Context: an optimization exercise on an open-source flow, tuned for small area. The choices shown serve that exercise and are no tape-out recipe.
The RTL was checked by simulation tests, not by an equivalence proof against the original design.
No driver is modelled on the clock port, so clocking that relies on it looks cheaper here than on a real chip.
No activity file was given, so power comes from the tool's default toggle rates.

<file path="design/flow/flow/run.sh">
#!/bin/bash
# Own layout flow: the standard synthesis, its logic remapped for area (the
# flip-flops untouched), then the standard layout of that netlist. Each tool
# writes its own log here.
set -euo pipefail
W=$PWD
F=$W/flow
LIB=$FLOW_HOME/platforms/sky130hd/lib/sky130_fd_sc_hd__tt_025C_1v80.lib
R=orfs/results/$FLOW_PLATFORM/uart_string_loopback/base

bash standard.sh synth > log_synth.log 2>&1
cp $R/1_2_yosys.v std_synth.v

# remap, then prove the remapped netlist equal to the standard one; keep the
# standard netlist if either step fails
python3 $F/mkmap.py $LIB std_synth.v std_map.v > log_mkmap.log 2>&1
NET=$W/std_synth.v
if RS_LIB=$LIB RS_IN=std_synth.v RS_TOP=$FLOW_TOP RS_MAP=std_map.v RS_ABC=$F/area.abc \
     RS_OUT=resynth.v yosys -c $F/resynth.tcl > log_resynth.log 2>&1 \
   && python3 $F/mkmap.py $LIB resynth.v resynth_map.v > log_mkmap2.log 2>&1 \
   && RS_LIB=$LIB RS_IN=std_synth.v RS_OUT=resynth.v RS_TOP=$FLOW_TOP RS_MAP=std_map.v \
     RS_MAP2=resynth_map.v RS_FFMAP=$F/ffmap.v yosys -c $F/equiv.tcl > log_equiv.log 2>&1; then
  NET=$W/resynth.v
fi
echo "netlist: $NET"

mv orfs orfs_std
ARGS=("SYNTH_NETLIST_FILES=$NET")
if [[ -f $F/cts_args ]]; then
  ARGS+=("CTS_ARGS=$(cat $F/cts_args)")
fi
if [[ -f $F/make_args ]]; then
  while IFS= read -r line; do
    [[ -n $line ]] && ARGS+=("$line")
  done < $F/make_args
fi
# POST_CTS_TCL: a leaf clock buffer whose flip-flops see a slow clock edge
# gets a larger cell
ARGS+=("POST_CTS_TCL=$F/fixclk.tcl")
bash standard.sh "${ARGS[@]}" finish > log_layout.log 2>&1
test -f out/final.def
</file>
<file path="design/flow/flow/area.abc">
strash
&get -n
&st
&deepsyn -T 20
&nf -a -R 1000
&put
topo
dnsize
</file>
<file path="design/flow/flow/cts_args">
-sink_clustering_enable -repair_clock_nets -dont_use_dummy_load -buf_list sky130_fd_sc_hd__clkbuf_4 -sink_clustering_size 16 -sink_clustering_max_diameter 45
</file>
<file path="design/flow/flow/equiv.tcl">
# Prove the remapped netlist does what the standard one does. Both netlists are
# turned into plain logic and flip-flops, which pair by name.
yosys -import
set lib $::env(RS_LIB)
foreach {net map name} [list $::env(RS_IN) $::env(RS_MAP) gold $::env(RS_OUT) $::env(RS_MAP2) gate] {
  yosys design -reset
  read_verilog $net
  read_verilog $map
  read_verilog $::env(RS_FFMAP)
  hierarchy -top $::env(RS_TOP)
  flatten
  yosys proc
  async2sync
  opt_clean
  yosys rename -hide w:_*
  yosys rename $::env(RS_TOP) $name
  yosys design -stash $name
}
yosys design -reset
yosys design -copy-from gold -as gold gold
yosys design -copy-from gate -as gate gate
equiv_make gold gate equiv
hierarchy -top equiv
equiv_simple -seq 2
equiv_induct
equiv_status -assert
</file>
<file path="design/flow/flow/ffmap.v">
module sky130_fd_sc_hd__dfxtp_1 (CLK, D, Q);
  input CLK, D; output reg Q;
  always @(posedge CLK) Q <= D;
endmodule
module sky130_fd_sc_hd__edfxtp_1 (CLK, D, DE, Q);
  input CLK, D, DE; output reg Q;
  always @(posedge CLK) if (DE) Q <= D;
endmodule
module sky130_fd_sc_hd__dfrtp_1 (CLK, D, RESET_B, Q);
  input CLK, D, RESET_B; output reg Q;
  always @(posedge CLK or negedge RESET_B) if (!RESET_B) Q <= 1'b0; else Q <= D;
endmodule
module sky130_fd_sc_hd__dfstp_2 (CLK, D, SET_B, Q);
  input CLK, D, SET_B; output reg Q;
  always @(posedge CLK or negedge SET_B) if (!SET_B) Q <= 1'b1; else Q <= D;
endmodule
</file>
<file path="design/flow/flow/fixclk.tcl">
# POST_CTS_TCL hook: a leaf clock buffer whose flip-flop clock pins see a slow
# edge (placement estimate) is swapped for the next larger clock buffer, then
# the placement is legalised again.
set th 0.115
set next {sky130_fd_sc_hd__clkbuf_1 sky130_fd_sc_hd__clkbuf_2 sky130_fd_sc_hd__clkbuf_2 sky130_fd_sc_hd__clkbuf_4 sky130_fd_sc_hd__clkbuf_4 sky130_fd_sc_hd__clkbuf_8 sky130_fd_sc_hd__clkbuf_8 sky130_fd_sc_hd__clkbuf_16}
array set up $next
for {set pass 0} {$pass < 4} {incr pass} {
  estimate_parasitics -placement
  set changed 0
  foreach inst [get_cells *] {
    set m [get_property $inst ref_name]
    if {![info exists up($m)]} continue
    set opin [get_pins -of_objects $inst -filter "direction == output"]
    set net [get_nets -of_objects $opin]
    set mx 0
    set ff 0
    foreach p [get_pins -of_objects $net -filter "direction == input"] {
      if {[get_property $p lib_pin_name] == "CLK"} {
        incr ff
        set s [get_property $p slew_max]
        if {$s > $mx} {set mx $s}
      }
    }
    if {$ff > 0 && $mx > $th} {
      puts "fixclk: upsize [get_property $inst name] $m -> $up($m) (slew $mx)"
      replace_cell $inst $up($m)
      incr changed
    }
  }
  if {$changed == 0} break
}
detailed_placement
check_placement -verbose
estimate_parasitics -placement
</file>
<file path="design/flow/flow/make_args">
BUFFER_PORTS_ARGS=-buffer_cell sky130_fd_sc_hd__buf_1
</file>
<file path="design/flow/flow/mkmap.py">
#!/usr/bin/env python3
"""Write a Yosys techmap file that turns each combinational standard cell used in a
netlist into plain logic (its Liberty function), so ABC can map that logic again.
usage: mkmap.py LIB NETLIST OUT"""
import re, sys

lib, netlist, out = sys.argv[1:4]
used = set(re.findall(r'^\s*(sky130_fd_sc_hd__\w+)\s', open(netlist).read(), re.M))

text = open(lib).read()
cells = {}
for m in re.finditer(r'\n\s*cell\s*\(\s*"?(\w+)"?\s*\)\s*\{', text):
    name = m.group(1)
    # find the matching brace
    i = m.end(); depth = 1
    while depth:
        c = text[i]
        if c == '{': depth += 1
        elif c == '}': depth -= 1
        i += 1
    cells[name] = text[m.end():i]

def conv(f):
    f = f.replace('!', '~')
    # liberty allows space as AND between operands; sky130 uses explicit &
    return f

lines = []
for name in sorted(used):
    body = cells.get(name)
    if body is None or re.search(r'\b(ff|latch|statetable)\s*\(', body):
        continue
    pins = []
    for pm in re.finditer(r'\n\s*pin\s*\(\s*"?(\w+)"?\s*\)\s*\{', body):
        j = pm.end(); depth = 1
        while depth:
            c = body[j]
            if c == '{': depth += 1
            elif c == '}': depth -= 1
            j += 1
        pb = body[pm.end():j]
        d = re.search(r'direction\s*:\s*"?(\w+)"?', pb)
        f = re.search(r'\bfunction\s*:\s*"([^"]*)"', pb)
        pins.append((pm.group(1), d.group(1) if d else None, f.group(1) if f else None))
    outs = [p for p in pins if p[1] == 'output']
    if not outs or any(p[2] is None for p in outs):
        continue
    ins = [p for p in pins if p[1] == 'input']
    ports = [p[0] for p in ins] + [p[0] for p in outs]
    lines.append(f'module {name} ({", ".join(ports)});')
    for p in ins:
        lines.append(f'  input {p[0]};')
    for p in outs:
        lines.append(f'  output {p[0]};')
        lines.append(f'  assign {p[0]} = {conv(p[2])};')
    lines.append('endmodule')
open(out, 'w').write('\n'.join(lines) + '\n')
</file>
<file path="design/flow/flow/resynth.tcl">
# Map the standard synthesis's logic again, for area. The flip-flops stay as
# they are, with their names and cell types; only the cells between them are
# turned back into plain logic (mkmap.py's map) and mapped again by ABC.
yosys -import
set lib $::env(RS_LIB)
read_liberty -lib $lib
read_verilog $::env(RS_IN)
hierarchy -top $::env(RS_TOP)
techmap -map $::env(RS_MAP)
techmap
opt -purge
abc -liberty $lib -dont_use *lpflow* -dont_use *probe* -script $::env(RS_ABC)
opt_clean -purge
hilomap -singleton -hicell sky130_fd_sc_hd__conb_1 HI -locell sky130_fd_sc_hd__conb_1 LO
splitnets
opt_clean -purge
insbuf -buf sky130_fd_sc_hd__buf_1 A X
stat -liberty $lib
write_verilog -noattr -noexpr -nohex -nodec $::env(RS_OUT)
</file>
<file path="design/flow/standard.sh">
#!/bin/bash
# synth_recipe.tcl (not shown) runs the flow's synth.tcl, then flattens the netlist and writes it again
# the make line also repeats each setting of config.mk as NAME=value (left out here)
make -C /OpenROAD-flow-scripts/flow DESIGN_CONFIG=/design/flow/config.mk WORK_HOME=/design/flow/orfs CLKGATE_MAP_FILE= SYNTH_SCRIPT=/design/flow/synth_recipe.tcl "${@:-finish}"
</file>
<file path="design/flow/config.mk">
export PLATFORM = sky130hd
export DESIGN_NAME = uart_string_loopback
export DESIGN_NICKNAME = uart_string_loopback
export VERILOG_FILES = /design/flow/design.v
export SDC_FILE = /design/flow/constraint.sdc
export NUM_CORES = 4
export LEC_CHECK = 0
export CAP_MARGIN = 20
export CORE_MARGIN = 2
export CORE_UTILIZATION = 60
export SLEW_MARGIN = 20
</file>
<file path="design/flow/constraint.sdc">
create_clock -name core_clock -period 20.0 [get_ports {clk}]
set_input_delay 4.0000 -clock core_clock [delete_from_list [all_inputs] [get_ports {clk}]]
set_output_delay 4.0000 -clock core_clock [all_outputs]
set_load 0.01 [all_outputs]
</file>
<file path="design/flow/design.v">
module uart_rx (
    input        clk,
    input        rst_n,
    input        rx,
    output [2:0] label,      
    output reg   hb,
    output       valid       
);
    localparam [3:0] IDLE  = 4'b0000,
                     START = 4'b0001,
                     D0    = 4'b0110,   
                     STOP  = 4'b0111,
                     VALID = 4'b1111;   
    reg [3:0] ph;
    reg       ta;
    reg [2:0] tb;
    reg [4:0] tc;
    wire idle = (ph == IDLE) | (ph == VALID);
    wire data = (ph == D0) | (ph[3] & (ph[2:0] != 3'b111));
    wire term = ta & (&tb) & (&tc);
    assign valid = (ph == VALID);
    assign label = ph[2:0];
    always @(posedge clk or negedge rst_n) begin
        if (!rst_n)
            ph <= IDLE;
        else
            case (ph)
                IDLE, VALID: ph <= rx ? IDLE : START;
                START:   if (term) ph <= rx ? IDLE : D0;
                D0:      if (term) ph <= 4'b1000;
                4'b1110: if (term) ph <= STOP;
                STOP:    if (term) ph <= rx ? VALID : IDLE;
                default: if (term) ph <= ph + 4'd1;
            endcase
    end
    always @(posedge clk) begin
        if (idle) begin
            ta <= 1'b0;
            tb <= 3'b111;
            tc <= 5'b11111;
        end else begin
            ta <= ~ta;
            tb <= {tb[1:0], tb[2] ^ tb[1]};
            tc <= {tc[3:0], tc[4] ^ tc[2]};
        end
        if (data & term)
            hb <= rx;
    end
endmodule
module uart_tx (
    input        clk,
    input        rst_n,
    input        start,      
    input        cap,        
    input        din,
    output [3:0] tph,        
    output reg   frame,
    output reg   tx
);
    reg       ta;
    reg [2:0] tb;
    reg [4:0] tc;
    reg [3:0] ph;            
    reg       nb;
    wire tick = frame & ta & (&tb) & (&tc);
    assign tph = ph;
    always @(posedge clk) begin
        if (!frame) begin
            ta <= 1'b0;
            tb <= 3'b011;
            tc <= 5'b01111;
            ph <= 4'd15;
        end else begin
            ta <= ~ta;
            tb <= {tb[1:0], tb[2] ^ tb[1]};
            tc <= {tc[3:0], tc[4] ^ tc[2]};
            if (tick)
                ph <= ph + 4'd1;
        end
        if (cap)
            nb <= din;
    end
    always @(posedge clk or negedge rst_n) begin
        if (!rst_n) begin
            frame <= 1'b0;
            tx    <= 1'b1;
        end else begin
            if (start)
                frame <= 1'b1;
            else if (tick && ph == 4'd9)
                frame <= 1'b0;
            if (tick)
                tx <= ph[3] ? ~ph[2] : nb;
        end
    end
endmodule
module uart_string_loopback (
    input  wire clk,
    input  wire rst_n,
    input  wire rx,
    output wire tx
);
reg  [255:0] ring;
reg  [7:0]   cnt;
reg  [4:0]   write_ptr;
reg  [4:0]   read_ptr;
wire       hb, valid, frame;
wire [2:0] label;
wire [3:0] tph;
wire [4:0] wp_next = write_ptr + 5'd1;
wire full   = wp_next == read_ptr;
wire empty  = write_ptr == read_ptr;
wire start  = ~frame & ~empty;
wire sent   = ~frame | (tph != 4'd15 && tph > {1'b0, label});
wire wen    = (cnt == {wp_next, label}) & (~full | sent);
wire din    = wen ? hb : ring[255];
wire cap    = cnt == {read_ptr, tph[2:0]};
uart_rx uart_rx_inst (
    .clk(clk),
    .rst_n(rst_n),
    .rx(rx),
    .label(label),
    .hb(hb),
    .valid(valid)
);
uart_tx uart_tx_inst (
    .clk(clk),
    .rst_n(rst_n),
    .start(start),
    .cap(cap),
    .din(din),
    .tph(tph),
    .frame(frame),
    .tx(tx)
);
always @(posedge clk) begin
    ring <= {ring[254:0], din};
    cnt  <= {cnt[6:0], cnt[7] ^ cnt[5] ^ cnt[4] ^ cnt[3] ^ (cnt[6:0] == 7'd0)};
end
always @(posedge clk or negedge rst_n) begin
    if (!rst_n) begin
        write_ptr <= 5'd0;
        read_ptr  <= 5'd0;
    end else begin
        if (valid && !full)
            write_ptr <= wp_next;
        if (start)
            read_ptr <= read_ptr + 5'd1;
    end
end
endmodule
</file>
==> results of run 1 <==
-- area by class of cell --
| type | count | area share [%] |
|---|---|---|
| clock buffers | 25 | 3.918 |
| well taps | 143 | 2.334 |
| flip-flops and latches | 304 | 80.72 |
| repair buffers | 3 | 0.1469 |
| multi-input cells | 148 | 12.24 |
| inverters | 13 | 0.6366 |
-- metrics by stage --
stage	total power (µW)	setup slack [ns]	instance area, µm²
floorplan	768.3	14.97	7174
global placement	790.2	14.74	7365
detailed placement	795.6	14.59	7365
global route	1091	14.66	7665
finish	1040	14.73	7665
-- power groups by stage --
stage / registers, µW / logic, µW / clock network [µW]
final: 696 / 87.0 / 257
after global routing: 704 / 98.0 / 290
after detailed placement: 709 / 86.9 / 0
after global placement: 707 / 82.8 / 0
after floorplan: 697 / 71.8 / 0
-- layout by cell type, fill, tap and decap left out, types with 5 or more instances in the layout --
cell,instances
clkbuf_4,7
clkbuf_8,18
nand3_1,6
o22ai_1,6
a21oi_1,9
o21ai_0,11
dfxtp_1,286
nor2_1,12
xnor2_1,22
nand2_1,17
nor3_1,5
clkinv_1,13
dfrtp_1,15
nand2b_1,12
xor2_1,6
nor2b_1,5
-- layer usage --
metal,vias to the layer above,track usage [%],routed length (µm)
li1,1564,-,-
met1,1449,20.75,4529
met2,61,19.36,3338
met3,17,3.642,435
met4,0,5.366,173
met5,-,0,0
-- registers in the layout, indices dropped and copies added (netlist names), 4 cells and up --
register and cells:
read_ptr 5, uart_tx_inst.ph 4, cnt 8, ring 256, write_ptr 5, uart_tx_inst.tc 5, uart_rx_inst.tc 5, uart_rx_inst.ph 4
-- how the worst min path moves through the flow --
stage,start,endpoint,cells past startpoint
2_1_floorplan,ring[99],ring[100],0
3_3_place_gp,ring[241],ring[242],0
3_5_place_dp,ring[109],ring[110],0
5_1_grt,ring[1],ring[2],0
6_report,ring[1],ring[2],0
==> impl_results.md, run 1 <==
* Largest net degree at the start of global routing at 17
* Post-route ant nets at 0
* Pwr Density at 135.6 mW/mm²
* Hold Slack at 0.2740 ns
* Die height at 113.4 µm
* DRT iter0 DRCs at 153
* CP cell instances: buf_1
* Core area at 0.01156 mm²
* CTS tree: done
* Worst setup SP type: flop
* First-pass detailed-route iteration total at 5
* Post-DP HPWL at 4679 µm
* Max Clock Skew at 0.07491 ns
* Vias in the first global route at 3077
* Num ports at 4
* Overflow after GRT at 0
* CP max FO at 2
* Endpoint class of the critical path: output port
* Seq pwr share at 66.9%
* Layout cells sized above 1 at 5.274%
* First-pass GRT wire length at 14530 µm
* Total number of vias at 3091
* Critical path class: reg2out
* Critical Path RT at 16.00 ns
* Starting density of the core at 62.04%
* RePlAce Congestion at 0.8465
* # setup viols final at 0
* Slowest stage cell, crit path: dfstp_2
* Sw Ratio at 23.54%
* Mean Syn Cell Area at 15.43 µm²
* Crit path DAT at 1.27 ns
* Num rows at 39
* Setup TNS at 0 ns
* Sink Count at 304
* Run status: no timing/DRC/antenna violations
* Die Area at 0.01285 mm²
* Vias per inst at 4.860
* Crit-path max cell delay at 0.54 ns
* Diodes inserted at 0
* Post-Syn Nets at 468
* FF-to-FF End: uart_rx_inst.ph[0]
* Synth Cell Area at 0.007174 mm²
* Post-layout util at 66.28%
* Tmin final at 5.269 ns
* Placed Cells at 611
* Worst r2r path cells at 9
* Setup slack, reg-to-reg at 17.03 ns
* P_int at 794.9 µW
* Area Overhead vs Synth at 6.836%
* Number of max-cap violations at 0
* Fmax at 189.8 MHz
* Worst r2r src: uart_rx_inst.ph[1]
* Fin crit share at 26.35%
* Clock group share of total power at 24.7%
* Worst Setup EP: tx
* Combinational power share at 8.4%
* Leakage at 0.003036 µW
* Slew Viols, Final at 0
* Final-layout fill cell count at 867
* Synth warnings at 0
* Synthesized instance count at 465
* Levels on crit path at 1
* Rel. slew slack at 42.43%
* Worst VDD drop at 0.09060 mV
* Storage cell area at 0.006187 mm²
* NumNets Final at 498
* Initial antenna violation count at 0
* Area of the multi-input gates at 938.4 µm²
* DR DRC count at 0
* CP Launch Point: uart_tx_inst.tx
* Final std cells w/o fill at 636
* Gr usage total at 13.84%
* Total Routed Length at 8476 µm
* Clk Latency, worst-skew pair at 0.64 ns
* Net switching power at 244.8 µW
* Worst-Margin Slew at 0.8636 ns
* Final Hold Vio Count at 0
* Wire length per cell at 13.33 µm
* Reg clk slew, reported paths at 0.09 ns
* CP bufs+invs at 1
* Top delay family on crit path: flip-flops
* PortBufs at 3
* Worst hold path class: reg2reg
* Die Wd at 113.4 µm
* Unrepaired setup endpoints after global routing: false
==> run 2, diff against run 1 <==
==> design/flow/flow/cts_args (replaced) <==
-sink_clustering_enable -repair_clock_nets -dont_use_dummy_load -buf_list sky130_fd_sc_hd__clkbuf_4 -sink_clustering_size 12 -sink_clustering_max_diameter 40
==> run 2 against run 1 <==
  * Still clean on timing, DRC and antenna
  * Total power down 1.7%
  * Fmax down 1.4%
  * Clock-buffer cell count up 6
  * Worst hold slack worse by 0.012 ns
  * Die area unchanged
  * Worst setup slack worse by 0.075 ns
  * Largest power group unchanged
  * Highest routed layer unchanged
==> impl_results.md, run 2 <==
* Vias in the first global route at 3112
* Post-Syn Nets at 468
* Clk Latency, worst-skew pair at 0.63 ns
* CP Launch Point: uart_tx_inst.tx
* Sink Count at 304
* Die height at 113.4 µm
* DR DRC count at 0
* Slowest stage cell, crit path: dfstp_2
* Die Area at 0.01285 mm²
* Largest register FFs at 256
* Endpoint class of the critical path: output port
* Starting density of the core at 62.04%
* Die Wd at 113.4 µm
* Worst r2r src: uart_rx_inst.ph[2]
* Critical Path RT at 16.00 ns
* Worst VDD drop at 0.06493 mV
* Levels on crit path at 1
* Area Overhead vs Synth at 6.243%
* Final Hold Vio Count at 0
* Post-DP HPWL at 4679 µm
* Overflow after GRT at 0
* PortBufs at 3
* Largest reg by FF count: ring
* FF-to-FF End: uart_rx_inst.ph[0]
* Rel. slew slack at 41.86%
* Setup slack, reg-to-reg at 17.01 ns
* CP bufs+invs at 1
* Wire length per cell at 13.21 µm
* Total number of vias at 3111
* CP cell instances: buf_1
* Post-Place Cell Area at 0.007365 mm²
* Max Clock Skew at 0.05818 ns
* Worst hold path class: reg2reg
* Sw Ratio at 23.77%
* Largest net degree at the start of global routing at 17
* Post-layout util at 65.91%
* First-pass GRT wire length at 14720 µm
* Worst setup SP type: flop
* Synth warnings at 0
* Leakage at 0.003028 µW
* Worst Hold Endpoint: ring[128]
* Gr usage total at 14.06%
* Commonest non-fill, non-tap cell in the layout: dfxtp_1
* Run status: no timing/DRC/antenna violations
* Top Registers: ring (256), cnt (8)
* Vias per inst at 4.846
* Seq pwr share at 68.1%
* Crit-path max cell delay at 0.55 ns
* Diodes inserted at 0
* Clock group share of total power at 23.4%
* Worst-Margin Slew at 0.8720 ns
* Fmax at 187.1 MHz
* Final Instance Area at 0.007622 mm²
* DRT iter0 DRCs at 161
* Combinational power share at 8.5%
* Post-route ant nets at 0
* NumNets Final at 504
* Num rows at 39
* Reg clk slew, reported paths at 0.11 ns
* Num ports at 4
* Synth Cell Area at 0.007174 mm²
* Net switching power at 242.9 µW
* Mean Syn Cell Area at 15.43 µm²
* Pwr Density at 134.1 mW/mm²
* Total Routed Length at 8481 µm
* P_int at 779.2 µW
* Core area at 0.01156 mm²
* Slew Viols, Final at 0
* Tmin final at 5.345 ns
* CTS tree: done
* Initial antenna violation count at 0
* Setup TNS at 0 ns
* Top delay family on crit path: flip-flops
* Placed Cells at 611
* Layout cells sized above 1 at 6.413%
* Crit path DAT at 1.34 ns
* # setup viols final at 0
* Hold_sp: ring[127]
* Critical path class: reg2out
* RePlAce Congestion at 0.8465
* Commonest non-fill, non-tap cells in the layout: dfxtp_1, clkbuf_4, xnor2_1
* Worst r2r path cells at 9
* Final std cells w/o fill at 642
* Number of max-cap violations at 0
* Synthesized instance count at 465
* Unrepaired setup endpoints after global routing: false
* Worst hold path depth at 0
* CP max FO at 2
* Fin crit share at 26.72%
* First-pass detailed-route iteration total at 4
==> run 2: cell count changes in the layout (fill, tap and decap cells not counted), sizes merged <==
cell,previous run,this run
clkbuf,25,31
==> run 2: routing by layer <==
metal | vias to the layer above | global-route usage [%] | share of wire [%]
met5 | - | 0 | 0
met4 | 0 | 5.366 | 1.7
met3 | 15 | 4.178 | 5.3
met2 | 65 | 19.32 | 40
met1 | 1449 | 21.10 | 53
li1 | 1582 | - | -
==> run 2: worst max path at each step <==
stage	end	slack, ns
finish	tx	14.66
global route	tx	14.54
detailed placement	uart_rx_inst.ph[0]	14.59
global placement	uart_rx_inst.ph[0]	14.74
floorplan	uart_rx_inst.ph[0]	14.97
==> run 2: metrics by stage <==
| stage | hold WS, ns | power (µW) | worst slack [ns] |
|---|---|---|---|
| finish | 0.2624 | 1022 | 14.66 |
| floorplan | 0.3096 | 768.3 | 14.97 |
| detailed placement | 0.3121 | 795.6 | 14.59 |
| global placement | 0.3107 | 790.2 | 14.74 |
| global route | 0.2541 | 1077 | 14.54 |
==> run 2: layout make-up <==
class | instances | area [µm²]
repair buffers | 3 | 11.26
clock buffers | 31 | 257.7
flip-flops and latches | 304 | 6187
fillers | 875 | 3943
multi-input cells | 148 | 938.4
well taps | 143 | 178.9
inverters | 13 | 48.80
==> run 2: power groups by stage <==
| stage | clock, µW | sequential (µW) | combinational (µW) |
|---|---|---|---|
| 6_report | 239 | 696 | 86.8 |
| 5_1_grt | 274 | 704 | 98.5 |
| 3_5_place_dp | 0 | 709 | 86.9 |
| 3_3_place_gp | 0 | 707 | 82.8 |
| 2_1_floorplan | 0 | 697 | 71.8 |
==> run 3, diff against run 2 <==
--- a/design/flow/flow/run.sh
+++ b/design/flow/flow/run.sh
@@ -11,17 +11,28 @@
 bash standard.sh synth > log_synth.log 2>&1
 cp $R/1_2_yosys.v std_synth.v
 
-# remap, then prove the remapped netlist equal to the standard one; keep the
-# standard netlist if either step fails
+# remap with each ABC script (in parallel), then take the smallest netlist
+# that is proven equal to the standard one; keep the standard netlist if none
 python3 $F/mkmap.py $LIB std_synth.v std_map.v > log_mkmap.log 2>&1
 NET=$W/std_synth.v
-if RS_LIB=$LIB RS_IN=std_synth.v RS_TOP=$FLOW_TOP RS_MAP=std_map.v RS_ABC=$F/area.abc \
-     RS_OUT=resynth.v yosys -c $F/resynth.tcl > log_resynth.log 2>&1 \
-   && python3 $F/mkmap.py $LIB resynth.v resynth_map.v > log_mkmap2.log 2>&1 \
-   && RS_LIB=$LIB RS_IN=std_synth.v RS_OUT=resynth.v RS_TOP=$FLOW_TOP RS_MAP=std_map.v \
-     RS_MAP2=resynth_map.v RS_FFMAP=$F/ffmap.v yosys -c $F/equiv.tcl > log_equiv.log 2>&1; then
-  NET=$W/resynth.v
-fi
+for a in $F/abc_*.abc; do
+  n=$(basename $a .abc)
+  RS_LIB=$LIB RS_IN=std_synth.v RS_TOP=$FLOW_TOP RS_MAP=std_map.v RS_ABC=$a \
+    RS_OUT=rs_$n.v yosys -c $F/resynth.tcl > log_resynth_$n.log 2>&1 &
+done
+wait || true
+for n in $(for l in log_resynth_*.log; do
+             a=$(grep "Chip area" $l | tail -1 | awk '{print $NF}')
+             [[ -n $a ]] && echo "$a ${l#log_resynth_}"
+           done | sort -g | awk '{print $2}'); do
+  n=${n%.log}
+  if python3 $F/mkmap.py $LIB rs_$n.v rs_${n}_map.v > log_mkmap_$n.log 2>&1 \
+     && RS_LIB=$LIB RS_IN=std_synth.v RS_OUT=rs_$n.v RS_TOP=$FLOW_TOP RS_MAP=std_map.v \
+       RS_MAP2=rs_${n}_map.v RS_FFMAP=$F/ffmap.v yosys -c $F/equiv.tcl > log_equiv_$n.log 2>&1; then
+    NET=$W/rs_$n.v
+    break
+  fi
+done
 echo "netlist: $NET"
 
 mv orfs orfs_std
==> design/flow/flow/abc_1.abc (new file) <==
strash
&get -n
&st
&deepsyn -T 20 -S 1
&nf -a -R 1000
&put
topo
dnsize
==> design/flow/flow/abc_2.abc (new file) <==
strash
&get -n
&st
&deepsyn -T 20 -S 2
&nf -a -R 1000
&put
topo
dnsize
==> design/flow/flow/abc_3.abc (new file) <==
strash
&get -n
&st
&deepsyn -T 20 -S 3
&nf -a -R 1000
&put
topo
dnsize
==> design/flow/flow/abc_4.abc (new file) <==
strash
dc2
&get -n
&st
&synch2
&nf -a
&put
--- a/design/flow/flow/fixclk.tcl
+++ b/design/flow/flow/fixclk.tcl
@@ -1,7 +1,7 @@
 # POST_CTS_TCL hook: a leaf clock buffer whose flip-flop clock pins see a slow
 # edge (placement estimate) is swapped for the next larger clock buffer, then
 # the placement is legalised again.
-set th 0.115
+set th 0.122
 set next {sky130_fd_sc_hd__clkbuf_1 sky130_fd_sc_hd__clkbuf_2 sky130_fd_sc_hd__clkbuf_2 sky130_fd_sc_hd__clkbuf_4 sky130_fd_sc_hd__clkbuf_4 sky130_fd_sc_hd__clkbuf_8 sky130_fd_sc_hd__clkbuf_8 sky130_fd_sc_hd__clkbuf_16}
 array set up $next
 for {set pass 0} {$pass < 4} {incr pass} {
removed: design/flow/flow/area.abc
==> run 3 against run 2 <==
  * Largest power group unchanged
  * Clock power shrank 4%
  * Still clean
  * Final area shrank 0.62%
  * Critical endpoint unchanged
  * First-iteration DRC count is 22% higher
==> impl_results.md, run 3 <==
* PortBufs at 3
* Sw Ratio at 24.00%
* Largest register FFs at 256
* Commonest non-fill, non-tap cells in the layout: dfxtp_1, clkbuf_4, nor2_1
* Num ports at 4
* Leakage at 0.003022 µW
* Total number of vias at 3128
* Fmax at 189.6 MHz
* Net switching power at 238.1 µW
* Crit-path max cell delay at 0.53 ns
* NumNets Final at 514
* Post-DP HPWL at 4696 µm
* Synth warnings at 0
* DR DRC count at 0
* Slowest stage cell, crit path: dfstp_2
* P_int at 753.9 µW
* Seq pwr share at 68.2%
* Total Routed Length at 8289 µm
* Mean Syn Cell Area at 15.06 µm²
* Setup slack, reg-to-reg at 17.64 ns
* Clock group share of total power at 23.1%
* Post-route ant nets at 0
* Num rows at 39
* Number of max-cap violations at 0
* First-pass GRT wire length at 14370 µm
* Pwr Density at 131.0 mW/mm²
* Reg clk slew, reported paths at 0.12 ns
* CTS tree: done
* Largest reg by FF count: ring
* Starting density of the core at 62.10%
* Layout cells sized above 1 at 6.287%
* Worst VDD drop at 0.07153 mV
* Clk Latency, worst-skew pair at 0.62 ns
* Unrepaired setup endpoints after global routing: false
* Fin crit share at 26.37%
* CP bufs+invs at 1
* Commonest non-fill, non-tap cell in the layout: dfxtp_1
* CP max FO at 2
* Slew Viols, Final at 0
* Top delay family on crit path: flip-flops
* Vias per inst at 4.798
* Initial antenna violation count at 0
* Gr usage total at 13.75%
* Run status: no timing/DRC/antenna violations
* Area Overhead vs Synth at 5.913%
* Sink Count at 304
* Tmin final at 5.274 ns
* DRT iter0 DRCs at 197
* Worst-Margin Slew at 0.8350 ns
* Rel. slew slack at 44.33%
* Core area at 0.01152 mm²
* Die Area at 0.01281 mm²
* Crit path DAT at 1.27 ns
* Setup TNS at 0 ns
* Diodes inserted at 0
* Top Registers: ring (256), cnt (8)
* Combinational power share at 8.7%
* Vias in the first global route at 3059
* Critical path class: reg2out
* Endpoint class of the critical path: output port
* Die height at 113.2 µm
* # setup viols final at 0
* Synth Cell Area at 0.007152 mm²
* CP cell instances: buf_1
* Tot Pwr at 991.9 µW
* Die Wd at 113.2 µm
* Final Hold Vio Count at 0
* Overflow after GRT at 0
* RePlAce Congestion at 0.8569
* Worst hold path class: reg2reg
* Critical Path RT at 16.00 ns
* Synthesized instance count at 475
* Max Clock Skew at 0.05347 ns
* Largest net degree at the start of global routing at 18
* Post-Syn Nets at 478
* Worst setup SP type: flop
* Wire length per cell at 12.71 µm
* First-pass detailed-route iteration total at 16
==> run 3: cell count changes in the layout (fill, tap and decap cells not counted), moves of 4 or more <==
cell	before	now
nor2_1	12	25
nand2_1	17	22
xnor2_1	22	17
a21oi_1	9	13
clkbuf_4	27	31
clkbuf_8	4	0
==> run 3: per-stage QoR <==
step	area, µm²	setup slack (ns)	instances	util (%)	hold slack (ns)
floorplan	7152	15.44	475	-	0.3096
finish	7575	14.73	652	65.78	0.2639
global route	7575	14.65	652	65.78	0.2618
detailed placement	7342	15.21	621	63.75	0.3121
global placement	7342	15.26	621	63.75	0.3101
==> run 3: path summary, 6_finish.rpt <==
check / end / depth (start not counted) / startpoint
max: tx / 1 / uart_tx_inst.tx
min: ring[148] / 0 / ring[147]
max reg2reg: read_ptr[4] / 10 / write_ptr[1]
min reg2reg: ring[148] / 0 / ring[147]
max in group asynchronous: uart_rx_inst.ph[2] / 1 / rst_n
min in group asynchronous: read_ptr[4] / 1 / rst_n
==> run 3: layer usage <==
metal	wire, µm	GRT usage [%]	vias up	share of wire, %
met3	283	3.214	22	3.4
met1	4519	21.38	1457	55
met4	265	5.772	0	3.2
met5	0	0	-	0
li1	-	-	1603	-
met2	3220	18.52	46	39
==> run 3: layout make-up <==
cell class                      count  area, µm²
Inverter                           12      45.04
Sequential cell                   304       6187
Fill cell                         873       3941
Tap cell                          143      178.9
Clock buffer                       31      232.7
Timing Repair Buffer                3      11.26
Multi-Input combinational cell    159      919.6
==> run 3: power groups by stage <==
stage	clock [µW]	combinational, µW	sequential, µW
final	229	86.4	676
after global placement	0	83.4	688
after floorplan	0	71.0	680
after global routing	262	99.4	682
after detailed placement	0	86.8	689
==> run 3: worst reg2reg max path: stages, from the launching register on <==
cell and delay [ns]:
dfrtp_1 0.50, clkinv_1 0.19, nor2_1 0.15, nand2_1 0.06, o21ai_0 0.09, o2111ai_1 0.16
nor4_1 0.51, nor3_1 0.15, and2_0 0.26, nand3_1 0.12, xnor2_1 0.11
==> run 4, diff against run 3 <==
--- a/design/flow/design.v
+++ b/design/flow/design.v
@@ -107,7 +107,10 @@
 wire       hb, valid, frame;
 wire [2:0] label;
 wire [3:0] tph;
-wire [4:0] wp_next = write_ptr + 5'd1;
+function [4:0] nxt(input [4:0] p);
+    nxt = {p[3:0], p[4] ^ p[2] ^ (p[3:0] == 4'd0)};
+endfunction
+wire [4:0] wp_next = nxt(write_ptr);
 wire full   = wp_next == read_ptr;
 wire empty  = write_ptr == read_ptr;
 wire start  = ~frame & ~empty;
@@ -145,7 +148,7 @@
         if (valid && !full)
             write_ptr <= wp_next;
         if (start)
-            read_ptr <= read_ptr + 5'd1;
+            read_ptr <= nxt(read_ptr);
     end
 end
 endmodule
--- a/design/flow/config.mk
+++ b/design/flow/config.mk
@@ -7,5 +7,5 @@
 export LEC_CHECK = 0
 export CAP_MARGIN = 20
 export CORE_MARGIN = 2
-export CORE_UTILIZATION = 60
+export CORE_UTILIZATION = 65
 export SLEW_MARGIN = 20
==> run 4 against run 3 <==
  * First-iteration DRC count down 27%
  * Largest power group unchanged
  * Total power shrank 16%
  * Clock-buffer cell count fell by 1
  * Sequential power decreased by about 10%
  * Final cell count fell by 4.6%
  * Worst setup slack improved by 0.048 ns
  * Still clean on timing, DRC and antenna
  * Sequential share of layout area rose by 0.41 points
==> impl_results.md, run 4 <==
* Synth warnings at 0
* Worst setup SP type: flop
* Number of max-cap violations at 0
* Critical Path RT at 16.00 ns
* Tmin final at 5.226 ns
* PortBufs at 3
* DRT iter0 DRCs at 144
* Final Hold Vio Count at 0
* Synthesized instance count at 449
* Reg clk slew, reported paths at 0.11 ns
* CP bufs+invs at 1
* Clock group share of total power at 27.0%
* Commonest non-fill, non-tap cells in the layout: dfxtp_1, clkbuf_4, xnor2_1
* Num ports at 4
* Die Wd at 108.7 µm
* First-pass GRT wire length at 14500 µm
* Layout cells sized above 1 at 6.432%
* Rel. slew slack at 43.98%
* Leakage at 0.003028 µW
* Seq pwr share at 72.9%
* Largest reg by FF count: ring
* Endpoint class of the critical path: output port
* Wire length per cell at 13.45 µm
* Vias per inst at 4.822
* Final-layout fill cell count at 738
* Critical path class: reg2out
* Die height at 108.7 µm
* Max Clock Skew at 0.04948 ns
* Largest net degree at the start of global routing at 17
* Synth Cell Area at 0.007126 mm²
* Setup TNS at 0 ns
* NumNets Final at 487
* Mean Syn Cell Area at 15.87 µm²
* Num rows at 38
* Area Overhead vs Synth at 5.777%
* Net switching power at 155.9 µW
* RePlAce Congestion at 0.8017
* Tot Pwr at 831.3 µW
* Worst hold path class: reg2reg
* Diodes inserted at 0
* Crit path DAT at 1.23 ns
* Total number of vias at 2999
* Sw Ratio at 18.76%
* CTS tree: done
* Core area at 0.01075 mm²
* Die Area at 0.01182 mm²
* Pwr Density at 110.3 mW/mm²
* Crit-path max cell delay at 0.53 ns
* DR DRC count at 0
* Final std cells w/o fill at 622
* Starting density of the core at 66.31%
* Sink Count at 304
* Top Registers: ring (256), cnt (8)
* Largest register FFs at 256
* Vias in the first global route at 3068
* Initial antenna violation count at 0
* Worst-Margin Slew at 0.8403 ns
* P_int at 675.3 µW
* Total Routed Length at 8368 µm
* Clk Latency, worst-skew pair at 0.60 ns
* Final Instance Area at 0.007537 mm²
* Fmax at 191.4 MHz
* Slew Viols, Final at 0
* Post-route ant nets at 0
* Gr usage total at 15.44%
* Unrepaired setup endpoints after global routing: false
* Placed Cells at 592
* Post-DP HPWL at 4881 µm
* CP cell instances: buf_1
* Commonest non-fill, non-tap cell in the layout: dfxtp_1
* # setup viols final at 0
* Fin crit share at 26.13%
* Top delay family on crit path: flip-flops
* Run status: no timing/DRC/antenna violations
* Combinational power share at 0.1%
* Post-Syn Nets at 452
* Worst VDD drop at 0.08376 mV
* Post-Place Cell Area at 0.007312 mm²
* First-pass detailed-route iteration total at 4
* Overflow after GRT at 0
* Slowest stage cell, crit path: dfstp_2
* CP max FO at 2
[run 4: changes by cell type in the layout (fill, tap and decap cells not counted), sizes merged, moves of 3 or more]
cell    previous run  this run
nor2b              7         2
nand2             22        11
a21oi             13         8
o211ai             0         4
xor2               4         8
nand3              8         2
nand4              4         7
and2               4         1
mux2               1         8
o22ai              5         2
nor2              25        16
xnor2             17        23
[run 4: final cells by class]
type	count	area [µm²]	share of cell area (%)
tap	140	175.2	2.324
clock buffer	30	225.2	2.988
inverter	10	37.54	0.4980
timing repair buffer	3	11.26	0.1494
sequential	304	6187	82.09
multi-input combinational	135	900.9	11.95
[run 4: stage by stage]
stage	hold WS (ns)	utilization, %	setup WS, ns
detailed placement	0.3121	68.05	14.95
global route	0.3201	70.14	14.67
floorplan	0.3096	-	15.21
global placement	0.3120	68.05	15.06
finish	0.3076	70.14	14.77
[run 4: power groups by stage]
stage               sequential, µW  combinational, µW  clock, µW
floorplan                      620              0.145          0
global placement               620              0.894          0
detailed placement             620              0.994          0
global route                   606               1.10        259
finish                         606              0.933        224
[run 4: metal layers]
metal | routed length, µm | part of all wire (%) | GRT usage (%)
met1 | 4419 | 53 | 23.54
met2 | 3552 | 42 | 21.47
met3 | 252 | 3.0 | 3.885
met4 | 144 | 1.7 | 5.586
met5 | 0 | 0 | 0
[run 4: final timing paths]
kind / from / end / slack, ns / depth (start not counted)
setup / recovery: uart_tx_inst.tx / tx / 14.77 / 1
hold / removal: ring[126] / ring[127] / 0.31 / 0
setup reg to reg: write_ptr[3] / uart_tx_inst.nb / 17.76 / 7
hold reg to reg: ring[126] / ring[127] / 0.31 / 0
max in group asynchronous: rst_n / read_ptr[0] / 15.96 / 1
min in group asynchronous: rst_n / uart_rx_inst.ph[0] / 3.48 / 1
==> run 5, diff against run 4 <==
--- a/design/flow/config.mk
+++ b/design/flow/config.mk
@@ -7,5 +7,5 @@
 export LEC_CHECK = 0
 export CAP_MARGIN = 20
 export CORE_MARGIN = 2
-export CORE_UTILIZATION = 65
+export CORE_UTILIZATION = 60
 export SLEW_MARGIN = 20
==> run 5 against run 4 <==
  * Critical path depth is the same
  * Critical endpoint unchanged
  * Final area grew 0.15%
  * Worst hold slack lost 0.021 ns
  * Die area grew 8.0%
  * Fmax is essentially flat
  * Critical path type unchanged
  * Clock power grew 2%
  * Highest routed layer unchanged
==> impl_results.md, run 5 <==
* Run status: no timing/DRC/antenna violations
* Largest reg by FF count: ring
* Die height at 113.0 µm
* Synthesized instance count at 449
* DR DRC count at 0
* Sink Count at 304
* Worst-Margin Slew at 0.8609 ns
* Clk Latency, worst-skew pair at 0.63 ns
* CP max FO at 2
* Synth warnings at 0
* Max Clock Skew at 0.08233 ns
* Crit path DAT at 1.23 ns
* Reg clk slew, reported paths at 0.11 ns
* Fmax at 191.3 MHz
* Slowest stage cell, crit path: dfstp_2
* First-pass GRT wire length at 14650 µm
* Worst hold path class: reg2reg
* DRT iter0 DRCs at 155
* Commonest non-fill, non-tap cell in the layout: dfxtp_1
* Pre-CTS WS at 15.00 ns
* Net switching power at 157.8 µW
* Total Routed Length at 8075 µm
* Die Wd at 113.0 µm
* Mean Syn Cell Area at 15.87 µm²
* Commonest non-fill, non-tap cells in the layout: dfxtp_1, clkbuf_4, xnor2_1
* Pwr Density at 110.7 mW/mm²
* Worst setup SP type: flop
* Area Overhead vs Synth at 5.935%
* Worst VDD drop at 0.06916 mV
* Post-Place Cell Area at 0.007316 mm²
* Endpoint class of the critical path: output port
* Diodes inserted at 0
* Number of max-cap violations at 0
* Layout cells sized above 1 at 6.625%
* Total number of vias at 2986
* Gr usage total at 13.96%
* CTS tree: done
* Wire length per cell at 12.90 µm
* Final Instance Area at 0.007548 mm²
* Critical path class: reg2out
* Num rows at 39
* CP bufs+invs at 1
* Slew Viols, Final at 0
* RePlAce Congestion at 0.7980
* Top delay family on crit path: flip-flops
* NumNets Final at 488
* CP cell instances: buf_1
* Fin crit share at 26.14%
* Setup TNS at 0 ns
* PortBufs at 3
* Final Hold Vio Count at 0
* Sw Ratio at 18.90%
* Critical Path RT at 16.00 ns
* Post-route ant nets at 0
* Top Registers: ring (256), cnt (8)
* Rel. slew slack at 42.61%
* First-pass detailed-route iteration total at 15
* Vias per inst at 4.770
* Unrepaired setup endpoints after global routing: false
* P_int at 677.4 µW
* Largest register FFs at 256
* Post-Syn Nets at 452
* Post-DP HPWL at 4425 µm
* Synth Cell Area at 0.007126 mm²
* Combinational power share at 0.1%
* Largest net degree at the start of global routing at 17
* Starting density of the core at 61.88%
* Overflow after GRT at 0
* Tmin final at 5.227 ns
* Seq pwr share at 72.6%
* Vias in the first global route at 3032
* # setup viols final at 0
* Die Area at 0.01276 mm²
* Clock group share of total power at 27.3%
* Final setup margin at 14.77 ns
* Leakage at 0.003033 µW
* Initial antenna violation count at 0
* Crit-path max cell delay at 0.53 ns
* Core area at 0.01152 mm²
* Num ports at 4
[run 5: changes by cell type in the layout (fill, tap and decap cells not counted), sizes merged]
cell    before  now
clkbuf      30   31
[run 5: metrics by stage]
step	util, %	instances	hold slack [ns]	total power [µW]
2_1_floorplan	-	449	0.3096	620.0
3_3_place_gp	63.53	595	0.3132	620.8
3_5_place_dp	63.53	595	0.3121	620.8
5_1_grt	65.55	626	0.2871	872.5
6_report	65.55	626	0.2865	835.3
[run 5: layout make-up]
class | count | area, µm²
clock buffer | 31 | 232.7
fill | 871 | 3968
inverter | 10 | 37.54
multi-input combinational | 135 | 900.9
sequential | 304 | 6187
tap | 143 | 178.9
timing repair buffer | 3 | 11.26
[run 5: power groups by stage]
stage	clock (µW)	sequential [µW]	combinational [µW]
final	228	606	0.925
after floorplan	0	620	0.145
after global routing	265	606	1.14
after global placement	0	620	0.895
after detailed placement	0	620	0.965
[run 5: worst paths after layout]
path | start | to | slack [ns] | cells after the start
worst max-delay path | uart_tx_inst.tx | tx | 14.77 | 1
worst min-delay path | ring[75] | ring[76] | 0.29 | 0
worst max register to register | write_ptr[3] | uart_tx_inst.nb | 17.64 | 7
worst min register to register | ring[75] | ring[76] | 0.29 | 0
max in group asynchronous | rst_n | read_ptr[1] | 15.94 | 1
min in group asynchronous | rst_n | write_ptr[3] | 3.50 | 1
[run 5: routing by layer]
metal / wire length, µm / track usage, % / vias up
li1: - / - / 1517
met4: 218 / 5.935 / 0
met2: 3152 / 18.19 / 53
met3: 323 / 3.482 / 21
met5: 0 / 0 / -
met1: 4380 / 22.11 / 1395
==> run 6, diff against run 5 <==
--- a/design/flow/config.mk
+++ b/design/flow/config.mk
@@ -7,5 +7,5 @@
 export LEC_CHECK = 0
 export CAP_MARGIN = 20
 export CORE_MARGIN = 2
-export CORE_UTILIZATION = 60
+export CORE_UTILIZATION = 72
 export SLEW_MARGIN = 20
==> run 6 against run 5 <==
  * Sequential power hardly changed
  * Die area is 16% lower
  * Final area is 0.36% lower
==> impl_results.md, run 6 <==
* Critical Path RT at 16.00 ns
* Number of max-cap violations at 0
* Fmax at 190.0 MHz
* Synthesized instance count at 449
* Pwr Density at 110.2 mW/mm²
* Starting density of the core at 73.58%
* Total number of vias at 3041
* Fin crit share at 26.31%
* Worst hold path class: reg2reg
* Area Overhead vs Synth at 5.549%
* DR DRC count at 0
* Rel. slew slack at 45.97%
* Commonest non-fill, non-tap cells in the layout: dfxtp_1, clkbuf_4, xnor2_1
* Top Registers: ring (256), cnt (8)
* Post-Syn Nets at 452
* Crit path DAT at 1.26 ns
* Reg clk slew, reported paths at 0.12 ns
* Largest reg by FF count: ring
* Wire length per cell at 14.54 µm
* Synth warnings at 0
* Sink Count at 304
* CTS tree: done
* DRT iter0 DRCs at 105
* Gr usage total at 17.57%
* Tmin final at 5.262 ns
* Run status: no timing/DRC/antenna violations
* PortBufs at 3
* Top delay family on crit path: flip-flops
* Storage cell area at 0.006187 mm²
* Hold Slack at 0.2894 ns
* Total Routed Length at 8929 µm
* Num rows at 36
* Final-layout fill cell count at 539
* Clk Latency, worst-skew pair at 0.61 ns
* Post-layout util at 77.66%
* Max Clock Skew at 0.06186 ns
* Endpoint class of the critical path: output port
* Worst setup SP type: flop
* Leakage at 0.003024 µW
* Worst VDD drop at 0.07306 mV
* Area of the multi-input gates at 900.9 µm²
* Worst-Margin Slew at 0.8105 ns
* Vias in the first global route at 2987
* Initial antenna violation count at 0
* Die Area at 0.01071 mm²
* Largest net degree at the start of global routing at 17
* Overflow after GRT at 0
* Layout cells sized above 1 at 6.237%
* Post-DP HPWL at 5336 µm
* Critical path class: reg2out
* P_int at 673.1 µW
* Mean Syn Cell Area at 15.87 µm²
* First-pass GRT wire length at 14500 µm
* CP bufs+invs at 1
* Synth Cell Area at 0.007126 mm²
* Post-route ant nets at 0
* Net switching power at 156.0 µW
* Unrepaired setup endpoints after global routing: false
* Commonest non-fill, non-tap cell in the layout: dfxtp_1
* Seq pwr share at 73.1%
* Crit-path max cell delay at 0.55 ns
* # setup viols final at 0
* Tot Pwr at 829.2 µW
* Die height at 103.5 µm
* Largest register FFs at 256
* Combinational power share at 0.1%
* Die Wd at 103.5 µm
* CP cell instances: buf_1
* Final Hold Vio Count at 0
* Num ports at 4
* Setup TNS at 0 ns
* Slew Viols, Final at 0
* Sw Ratio at 18.82%
* First-pass detailed-route iteration total at 4
* Pre-CTS WS at 15.00 ns
* Slowest stage cell, crit path: dfstp_2
* Vias per inst at 4.953
* Core area at 0.009684 mm²
* Clock group share of total power at 26.8%
* Final setup margin at 14.74 ns
* RePlAce Congestion at 0.7686
* Diodes inserted at 0
* CP max FO at 2
* NumNets Final at 486
==> run 6: final cells by class <==
| cell class | count | share of cell area (%) |
|---|---|---|
| sequential | 304 | 82.27 |
| multi-input combinational | 135 | 11.98 |
| clock buffer | 29 | 2.895 |
| tap | 133 | 2.213 |
| inverter | 10 | 0.4991 |
| timing repair buffer | 3 | 0.1497 |
==> run 6: per-layer routing <==
metal  up-vias  track usage [%]  part of all wire (%)
li1       1515                -                     -
met1      1463            25.36                    49
met2        52            27.44                    46
met3        11            3.495                   3.7
met4         0            5.162                   1.4
met5         -                0                     0
==> run 6: worst paths after layout <==
check / end / start / slack (ns) / cells after the start
max: tx / uart_tx_inst.tx / 14.74 / 1
max reg2reg: uart_tx_inst.nb / write_ptr[3] / 17.68 / 7
min reg2reg: ring[157] / ring[156] / 0.29 / 0
min in group asynchronous: read_ptr[0] / rst_n / 3.44 / 1
max in group asynchronous: uart_rx_inst.ph[1] / rst_n / 16.01 / 1
min: ring[157] / ring[156] / 0.29 / 0
==> run 6: stage by stage <==
step,cells,cell area [µm²]
2_1_floorplan,449,7126
3_3_place_gp,585,7303
3_5_place_dp,585,7303
5_1_grt,614,7521
6_report,614,7521
==> run 6: power by group through the flow <==
stage	combinational (µW)	clock [µW]	sequential (µW)
after global routing	1.06	251	606
after detailed placement	0.945	0	620
after global placement	0.893	0	620
final	0.904	222	606
after floorplan	0.145	0	620
==> run 7, diff against run 6 <==
==> design/flow/flow/cts_args (replaced) <==
-sink_clustering_enable -repair_clock_nets -dont_use_dummy_load -buf_list sky130_fd_sc_hd__clkbuf_4 -sink_clustering_size 14 -sink_clustering_max_diameter 40
--- a/design/flow/config.mk
+++ b/design/flow/config.mk
@@ -7,5 +7,5 @@
 export LEC_CHECK = 0
 export CAP_MARGIN = 20
 export CORE_MARGIN = 2
-export CORE_UTILIZATION = 72
+export CORE_UTILIZATION = 70
 export SLEW_MARGIN = 20
==> run 7 against run 6 <==
  * Still clean on timing, DRC and antenna
  * Clock power increased by 17%
  * Wire length grew 0.96%
  * Synthesized cell count unchanged
  * Die area rose by 2.8%
  * Worst hold slack got worse by 0.037 ns
  * Register-to-register slack worse by 0.15 ns
  * First-iteration DRC count grew 4.8%
  * Critical path depth unchanged
  * Synthesized area did not move
  * Critical endpoint unchanged
  * Largest power group unchanged
  * Highest routed layer unchanged
==> impl_results.md, run 7 <==
* Critical Path RT at 16.00 ns
* Synth Cell Area at 0.007126 mm²
* Die Wd at 104.9 µm
* Tot Pwr at 866.4 µW
* Fin crit share at 26.34%
* Worst-Margin Slew at 0.8697 ns
* Slew Viols, Final at 0
* Worst r2r path cells at 7
* Leakage at 0.003054 µW
* Pwr Density at 113.9 mW/mm²
* Reg clk slew, reported paths at 0.12 ns
* Final Instance Area at 0.007607 mm²
* Top Registers: ring (256), cnt (8)
* Overflow after GRT at 0
* DRT iter0 DRCs at 110
* Top Usage Layer GRT: met2
* Post-Syn Nets at 452
* RePlAce Congestion at 0.7596
* Final std cells w/o fill at 612
* Crit-path max cell delay at 0.53 ns
* Total Routed Length at 9015 µm
* Worst setup SP type: flop
* CP max FO at 2
* Placed Cells at 585
* CP cell instances: buf_1
* Num ports at 4
* Commonest non-fill, non-tap cells in the layout: dfxtp_1, xnor2_1, clkbuf_8
* Die height at 104.9 µm
* First-pass detailed-route iteration total at 4
* First-pass GRT wire length at 15340 µm
* FF-to-FF End: uart_tx_inst.nb
* Number of max-cap violations at 0
* Wire length per cell at 14.73 µm
* Hold_sp: ring[208]
* Vias in the first global route at 3048
* Max Clock Skew at 0.08935 ns
* Num rows at 36
* Post-Place Cell Area at 0.007303 mm²
* CP bufs+invs at 1
* Run status: no timing/DRC/antenna violations
* DR DRC count at 0
* Fmax at 189.8 MHz
* Starting density of the core at 72.57%
* Worst hold path depth at 0
* Critical path class: reg2out
* PortBufs at 3
* Crit path DAT at 1.27 ns
* Sink Count at 304
* Core area at 0.009819 mm²
* Setup TNS at 0 ns
* Area of the multi-input gates at 900.9 µm²
* Area Overhead vs Synth at 6.760%
* Levels on crit path at 1
* Worst Hold Endpoint: ring[209]
* Mean Syn Cell Area at 15.87 µm²
* Initial antenna violation count at 1
* Worst hold path class: reg2reg
* M1 GR Usage at 25.02%
* Worst VDD drop at 0.09001 mV
* Final Hold Vio Count at 0
* Largest register FFs at 256
* Gr usage total at 17.45%
* Met3 GRT Util at 4.180%
* Clk Latency, worst-skew pair at 0.67 ns
* Setup slack, reg-to-reg at 17.53 ns
* Worst r2r src: write_ptr[1]
* Largest reg by FF count: ring
* NumNets Final at 483
* Rel. slew slack at 42.02%
* Top delay family on crit path: flip-flops
* Total number of vias at 2992
* # setup viols final at 0
* Commonest non-fill, non-tap cell in the layout: dfxtp_1
* Synthesized instance count at 449
* Tmin final at 5.268 ns
* Unrepaired setup endpoints after global routing: false
* Met2 Use GR at 25.97%
* Post-DP HPWL at 4983 µm
* Layout cells sized above 1 at 5.649%
* Storage cell area at 0.006187 mm²
* Largest net degree at the start of global routing at 17
* Die Area at 0.01100 mm²
* Endpoint class of the critical path: output port
* Synth warnings at 0
* CTS tree: done
* Slowest stage cell, crit path: dfstp_2
* Vias per inst at 4.889
* Post-route ant nets at 0
* Final-layout fill cell count at 561
run 7: cell types whose count changed in the layout (fill, tap and decap cells not counted), sizes merged:
cell	before	now
clkbuf	29	26
diode	0	1
run 7: worst max-delay path by stage:
stage | start | endpoint
2_1_floorplan | rx | uart_rx_inst.ph[2]
3_3_place_gp | rx | uart_rx_inst.ph[2]
3_5_place_dp | rx | uart_rx_inst.ph[2]
5_1_grt | uart_tx_inst.tx | tx
6_report | uart_tx_inst.tx | tx
run 7: final cells by class:
cell class / instances / share of cell area (%)
Sequential cell: 304 / 81.33
Clock buffer: 26 / 3.964
Tap cell: 133 / 2.188
Timing Repair Buffer: 3 / 0.1480
Antenna cell: 1 / 0.03289
Multi-Input combinational cell: 135 / 11.84
Inverter: 10 / 0.4934
run 7: routing by layer:
metal	up-vias	share of wire, %
li1	1509	-
met1	1408	49
met2	52	44
met3	23	4.0
met4	0	2.8
met5	-	0
run 7: stage by stage:
stage | hold slack [ns] | utilization (%) | worst slack (ns)
after detailed placement | 0.3121 | 74.38 | 14.99
after global placement | 0.3119 | 74.38 | 15.05
after global routing | 0.2466 | 77.47 | 14.68
final | 0.2519 | 77.47 | 14.73
after floorplan | 0.3096 | - | 15.21
run 7: power breakdown:
part / internal, µW / switching [µW] / total [µW]
clock network: 95.6 / 164 / 260
registers: 606 / 0 / 606
logic: 0.151 / 0.787 / 0.938
total: 702 / 165 / 866
==> run 8, diff against run 7 <==
==> design/flow/flow/cts_args (replaced) <==
-sink_clustering_enable -repair_clock_nets -dont_use_dummy_load -buf_list sky130_fd_sc_hd__clkbuf_4 -sink_clustering_size 14 -sink_clustering_max_diameter 36
--- a/design/flow/config.mk
+++ b/design/flow/config.mk
@@ -7,5 +7,5 @@
 export LEC_CHECK = 0
 export CAP_MARGIN = 20
 export CORE_MARGIN = 2
-export CORE_UTILIZATION = 70
+export CORE_UTILIZATION = 60
 export SLEW_MARGIN = 20
==> run 8 against run 7 <==
  * Still clean on timing, DRC and antenna
  * Sequential share of layout area up 0.094 points
  * Global-route usage down 3.4 points
  * Final area down 0.12%
  * First-iteration DRC count up 22%
  * Synthesized cell count unchanged
  * Worst setup slack worse by 0.016 ns
  * Final cell count up 2.3%
  * Flip-flop and latch count unchanged
  * Critical endpoint unchanged
  * Largest cell class unchanged
==> impl_results.md, run 8 <==
* Slowest stage cell, crit path: dfstp_2
* Fmax at 189.3 MHz
* CTS tree: done
* Area Overhead vs Synth at 6.637%
* Die height at 113.0 µm
* Largest net degree at the start of global routing at 17
* Synth Cell Area at 0.007126 mm²
* Commonest non-fill, non-tap cell in the layout: dfxtp_1
* Run status: no timing/DRC/antenna violations
* CP cell instances: buf_1
* Reg clk slew, reported paths at 0.10 ns
* Post-route ant nets at 0
* Worst hold path class: reg2reg
* Final Hold Vio Count at 0
* Largest reg by FF count: ring
* Unrepaired setup endpoints after global routing: false
* CP max FO at 2
* Seq pwr share at 70.9%
* Pwr Density at 112.5 mW/mm²
* DRT iter0 DRCs at 134
* Mean Syn Cell Area at 15.87 µm²
* Clock group share of total power at 29.0%
* Setup TNS at 0 ns
* Crit-path max cell delay at 0.54 ns
* Area of the multi-input gates at 900.9 µm²
* CP bufs+invs at 1
* Critical path class: reg2out
* Leakage at 0.003054 µW
* Diodes inserted at 0
* Worst setup SP type: flop
* Initial antenna violation count at 0
* Post-Place Cell Area at 0.007316 mm²
* First-pass GRT wire length at 14700 µm
* Endpoint class of the critical path: output port
* # setup viols final at 0
* Total number of vias at 2991
* Overflow after GRT at 0
* Sw Ratio at 18.87%
* P_int at 693.7 µW
* Die Wd at 113.0 µm
* Post-layout util at 65.98%
* Num ports at 4
* Synthesized instance count at 449
* Crit path DAT at 1.28 ns
* DR DRC count at 0
* Critical Path RT at 16.00 ns
* Max Clock Skew at 0.09388 ns
* Post-Syn Nets at 452
* First-pass detailed-route iteration total at 15
* Vias per inst at 4.778
* Synth warnings at 0
* Layout cells sized above 1 at 6.625%
* Clk Latency, worst-skew pair at 0.67 ns
* Gr usage total at 14.03%
* Net switching power at 161.3 µW
* Commonest non-fill, non-tap cells in the layout: dfxtp_1, xnor2_1, clkbuf_4
* Number of max-cap violations at 0
* Worst VDD drop at 0.07981 mV
* Tot Pwr at 855.0 µW
* Post-DP HPWL at 4425 µm
* RePlAce Congestion at 0.7980
* Core area at 0.01152 mm²
* Die Area at 0.01276 mm²
* Top delay family on crit path: flip-flops
* Total Routed Length at 8017 µm
* NumNets Final at 488
* PortBufs at 3
* Wire length per cell at 12.81 µm
* Worst r2r src: write_ptr[1]
* Worst-Margin Slew at 0.8749 ns
* Slew Viols, Final at 0
* Rel. slew slack at 41.67%
* CP Launch Point: uart_tx_inst.tx
* Num rows at 39
* Vias in the first global route at 3017
* Final-layout fill cell count at 870
* Final Instance Area at 0.007599 mm²
* Tmin final at 5.284 ns
* Starting density of the core at 61.88%
* Hold_sp: ring[0]
* Combinational power share at 0.1%
* Sink Count at 304
* Largest register FFs at 256
* Storage cell area at 0.006187 mm²
* Top Registers: ring (256), cnt (8)
* Fin crit share at 26.42%
## run 8: cell types whose count changed in the layout (fill, tap and decap cells not counted)
cell	change
diode_2	-1
clkbuf_8	-9
clkbuf_4	+14
## run 8: area by class of cell
cell class / count / area share [%]
timing repair buffer: 3 / 0.1482
multi-input combinational: 135 / 11.86
clock buffer: 31 / 3.721
inverter: 10 / 0.4940
tap: 143 / 2.355
sequential: 304 / 81.43
## run 8: final timing paths
path	slack, ns	endpoint	depth (start not counted)
min in group asynchronous	3.49	uart_tx_inst.frame	1
max in group asynchronous	15.94	write_ptr[3]	1
max	14.72	tx	1
min	0.28	ring[1]	0
max reg2reg	17.68	uart_tx_inst.nb	7
min reg2reg	0.28	ring[1]	0
## run 8: routing by layer
layer | GRT usage, % | routed length (µm)
met4 | 6.016 | 262
met2 | 18.15 | 3096
met3 | 3.642 | 232
met1 | 22.22 | 4426
met5 | 0 | 0
## run 8: metrics by stage
step,instances,hold slack [ns],setup slack [ns]
2_1_floorplan,449,0.3096,15.21
3_5_place_dp,595,0.3121,15.00
6_report,626,0.2844,14.72
3_3_place_gp,595,0.3132,15.06
5_1_grt,626,0.2952,14.62
## run 8: power groups by stage
stage	Clock [µW]	Sequential, µW	Combinational [µW]
after floorplan	0	620	0.145
after global placement	0	620	0.895
after detailed placement	0	620	0.965
after global routing	285	606	1.14
final	248	606	0.935
==> run 9, diff against run 8 <==
==> design/flow/flow/cts_args (replaced) <==
-sink_clustering_enable -repair_clock_nets -dont_use_dummy_load -buf_list sky130_fd_sc_hd__clkbuf_4 -sink_clustering_size 13 -sink_clustering_max_diameter 40
==> run 9 against run 8 <==
  * Die area did not move
  * Highest routed layer unchanged
  * Critical path depth is the same
  * Synthesized cell count did not move
  * Core utilization fell by 0.29 points
  * Worst setup slack better by 0.022 ns
  * Via count is 0.64% higher
  * Register-to-register slack got worse by 0.04 ns
  * Fmax increased by 0.42%
  * Clock-buffer cell count down 2
==> impl_results.md, run 9 <==
* Run status: no timing/DRC/antenna violations
* Crit-path max cell delay at 0.53 ns
* Core area at 0.01152 mm²
* Rel. slew slack at 42.80%
* CP max FO at 2
* DRT iter0 DRCs at 133
* Die height at 113.0 µm
* CTS tree: done
* Critical path class: reg2out
* Leakage at 0.003037 µW
* Final Instance Area at 0.007565 mm²
* Diodes inserted at 0
* Num ports at 4
* Placed Cells at 595
* RePlAce Congestion at 0.7980
* DR DRC count at 0
* Worst setup SP type: flop
* Reg clk slew, reported paths at 0.12 ns
* Fin crit share at 26.31%
* # setup viols final at 0
* Crit path DAT at 1.26 ns
* M1 GR Usage at 22.26%
* Top delay family on crit path: flip-flops
* Total number of vias at 3010
* Met3 GRT Util at 3.321%
* PortBufs at 3
* Setup TNS at 0 ns
* Tot Pwr at 841.4 µW
* Slowest stage cell, crit path: dfstp_2
* Slew Viols, Final at 0
* Post-DP HPWL at 4425 µm
* Largest net degree at the start of global routing at 17
* Commonest non-fill, non-tap cells in the layout: dfxtp_1, clkbuf_4, xnor2_1
* Top Usage Layer GRT: met1
* Wire length per cell at 12.78 µm
* Largest register FFs at 256
* Final std cells w/o fill at 624
* First-pass detailed-route iteration total at 15
* Final Hold Vio Count at 0
* Unrepaired setup endpoints after global routing: false
* Sink Count at 304
* Worst-Margin Slew at 0.8580 ns
* Commonest non-fill, non-tap cell in the layout: dfxtp_1
* Fmax at 190.1 MHz
* Die Area at 0.01276 mm²
* Mean Syn Cell Area at 15.87 µm²
* NumNets Final at 486
* Starting density of the core at 61.88%
* Gr usage total at 13.94%
* Layout cells sized above 1 at 6.237%
* Pwr Density at 111.2 mW/mm²
* Top Registers: ring (256), cnt (8)
* Synth Cell Area at 0.007126 mm²
* Vias per inst at 4.824
* Clk Latency, worst-skew pair at 0.63 ns
* Critical Path RT at 16.00 ns
* Post-Place Cell Area at 0.007316 mm²
* Endpoint class of the critical path: output port
* Initial antenna violation count at 0
* Tmin final at 5.261 ns
* Total Routed Length at 7977 µm
* Post-Syn Nets at 452
* Worst hold path class: reg2reg
* Hold Slack at 0.2848 ns
* Max Clock Skew at 0.05211 ns
* Number of max-cap violations at 0
* Setup slack, reg-to-reg at 17.64 ns
* CP bufs+invs at 1
* First-pass GRT wire length at 14610 µm
* CP cell instances: buf_1
* Synthesized instance count at 449
* Overflow after GRT at 0
* Met2 Use GR at 18.07%
* Synth warnings at 0
* Num rows at 39
* Die Wd at 113.0 µm
* Post-route ant nets at 0
* Area Overhead vs Synth at 6.163%
* Largest reg by FF count: ring
* Vias in the first global route at 3001
* Worst VDD drop at 0.08077 mV
## run 9: changes by cell type in the layout (fill, tap and decap cells not counted)
cell      previous run  this run
clkbuf_8             8         5
clkbuf_4            23        24
## run 9: area by class of cell
cell class | count | area, µm²
clock buffers | 29 | 249.0
fillers | 870 | 3951
inverters | 10 | 37.54
multi-input cells | 135 | 900.9
flip-flops and latches | 304 | 6187
well taps | 143 | 178.9
repair buffers | 3 | 11.26
## run 9: layer usage
metal / vias up / wire (µm)
met3: 25 / 304
met2: 53 / 3093
met1: 1416 / 4309
li1: 1516 / -
met5: - / 0
met4: 0 / 269
## run 9: worst register-to-register path: cells and delay by family (launching register included)
family | cells | cell delay, ns
xor gates and xnor gates | 2 | 0.55
DFF | 1 | 0.47
muxes | 1 | 0.39
and+or+nand+nor | 3 | 0.37
AOI/OAI and AO/OA | 1 | 0.33
## run 9: power breakdown
group          internal [µW]  switching (µW)  leakage (µW)
Combinational          0.151           0.781      0.000354
Clock                   77.2             157      0.000146
Sequential               606               0       0.00254
Total                    683             158       0.00304
## run 9: path summary, 6_finish.rpt
check                                 from                  to  cells after the start
hold / removal                    ring[78]            ring[79]                      0
hold reg to reg                   ring[78]            ring[79]                      0
max in group asynchronous            rst_n         read_ptr[3]                      1
setup reg to reg              write_ptr[3]     uart_tx_inst.nb                      7
setup / recovery           uart_tx_inst.tx                  tx                      1
min in group asynchronous            rst_n  uart_tx_inst.frame                      1
## run 9: stage by stage
step	worst slack, ns	util [%]
final	14.74	65.69
after global routing	14.67	65.69
after detailed placement	15.00	63.53
after floorplan	15.21	-
after global placement	15.06	63.53

## re-timing with driven ports
No port has a modelled driver above. Below, the same layouts with a new extraction and two added sets of constraints.
Step 1 assumes that a clkbuf_16 drives the clock port and a buf_2 every other input.
Step 2, shift: input delay + t, output delay - t, t = (earliest + latest rising clock arrival at the registers) / 2. This alone moves slack from input paths to output paths.
Slacks: no drivers / after step 1 / after step 2; pairs: no drivers / after step 1.
run	shift t [ns]	setup slack, ns	clock arrival spread, ns
run 1	0.641	14.731 / 14.699 / 14.539	0.081 / 0.081
run 2	0.635	14.656 / 14.625 / 14.572	0.064 / 0.065
run 3	0.628	14.726 / 14.695 / 15.158	0.053 / 0.054
run 4	0.607	14.774 / 14.742 / 14.950	0.050 / 0.049
run 5	0.628	14.773 / 14.742 / 14.982	0.093 / 0.092
run 6	0.615	14.738 / 14.705 / 14.917	0.065 / 0.064
run 7	0.656	14.732 / 14.700 / 14.911	0.095 / 0.095
run 8	0.654	14.716 / 14.684 / 14.966	0.101 / 0.100
run 9	0.637	14.739 / 14.707 / 14.962	0.055 / 0.055
After both steps every run listed still meets setup and hold. For run 1, which loses most, drivers alone change the setup slack by -0.032 ns; drivers and shift together by -0.192 ns.
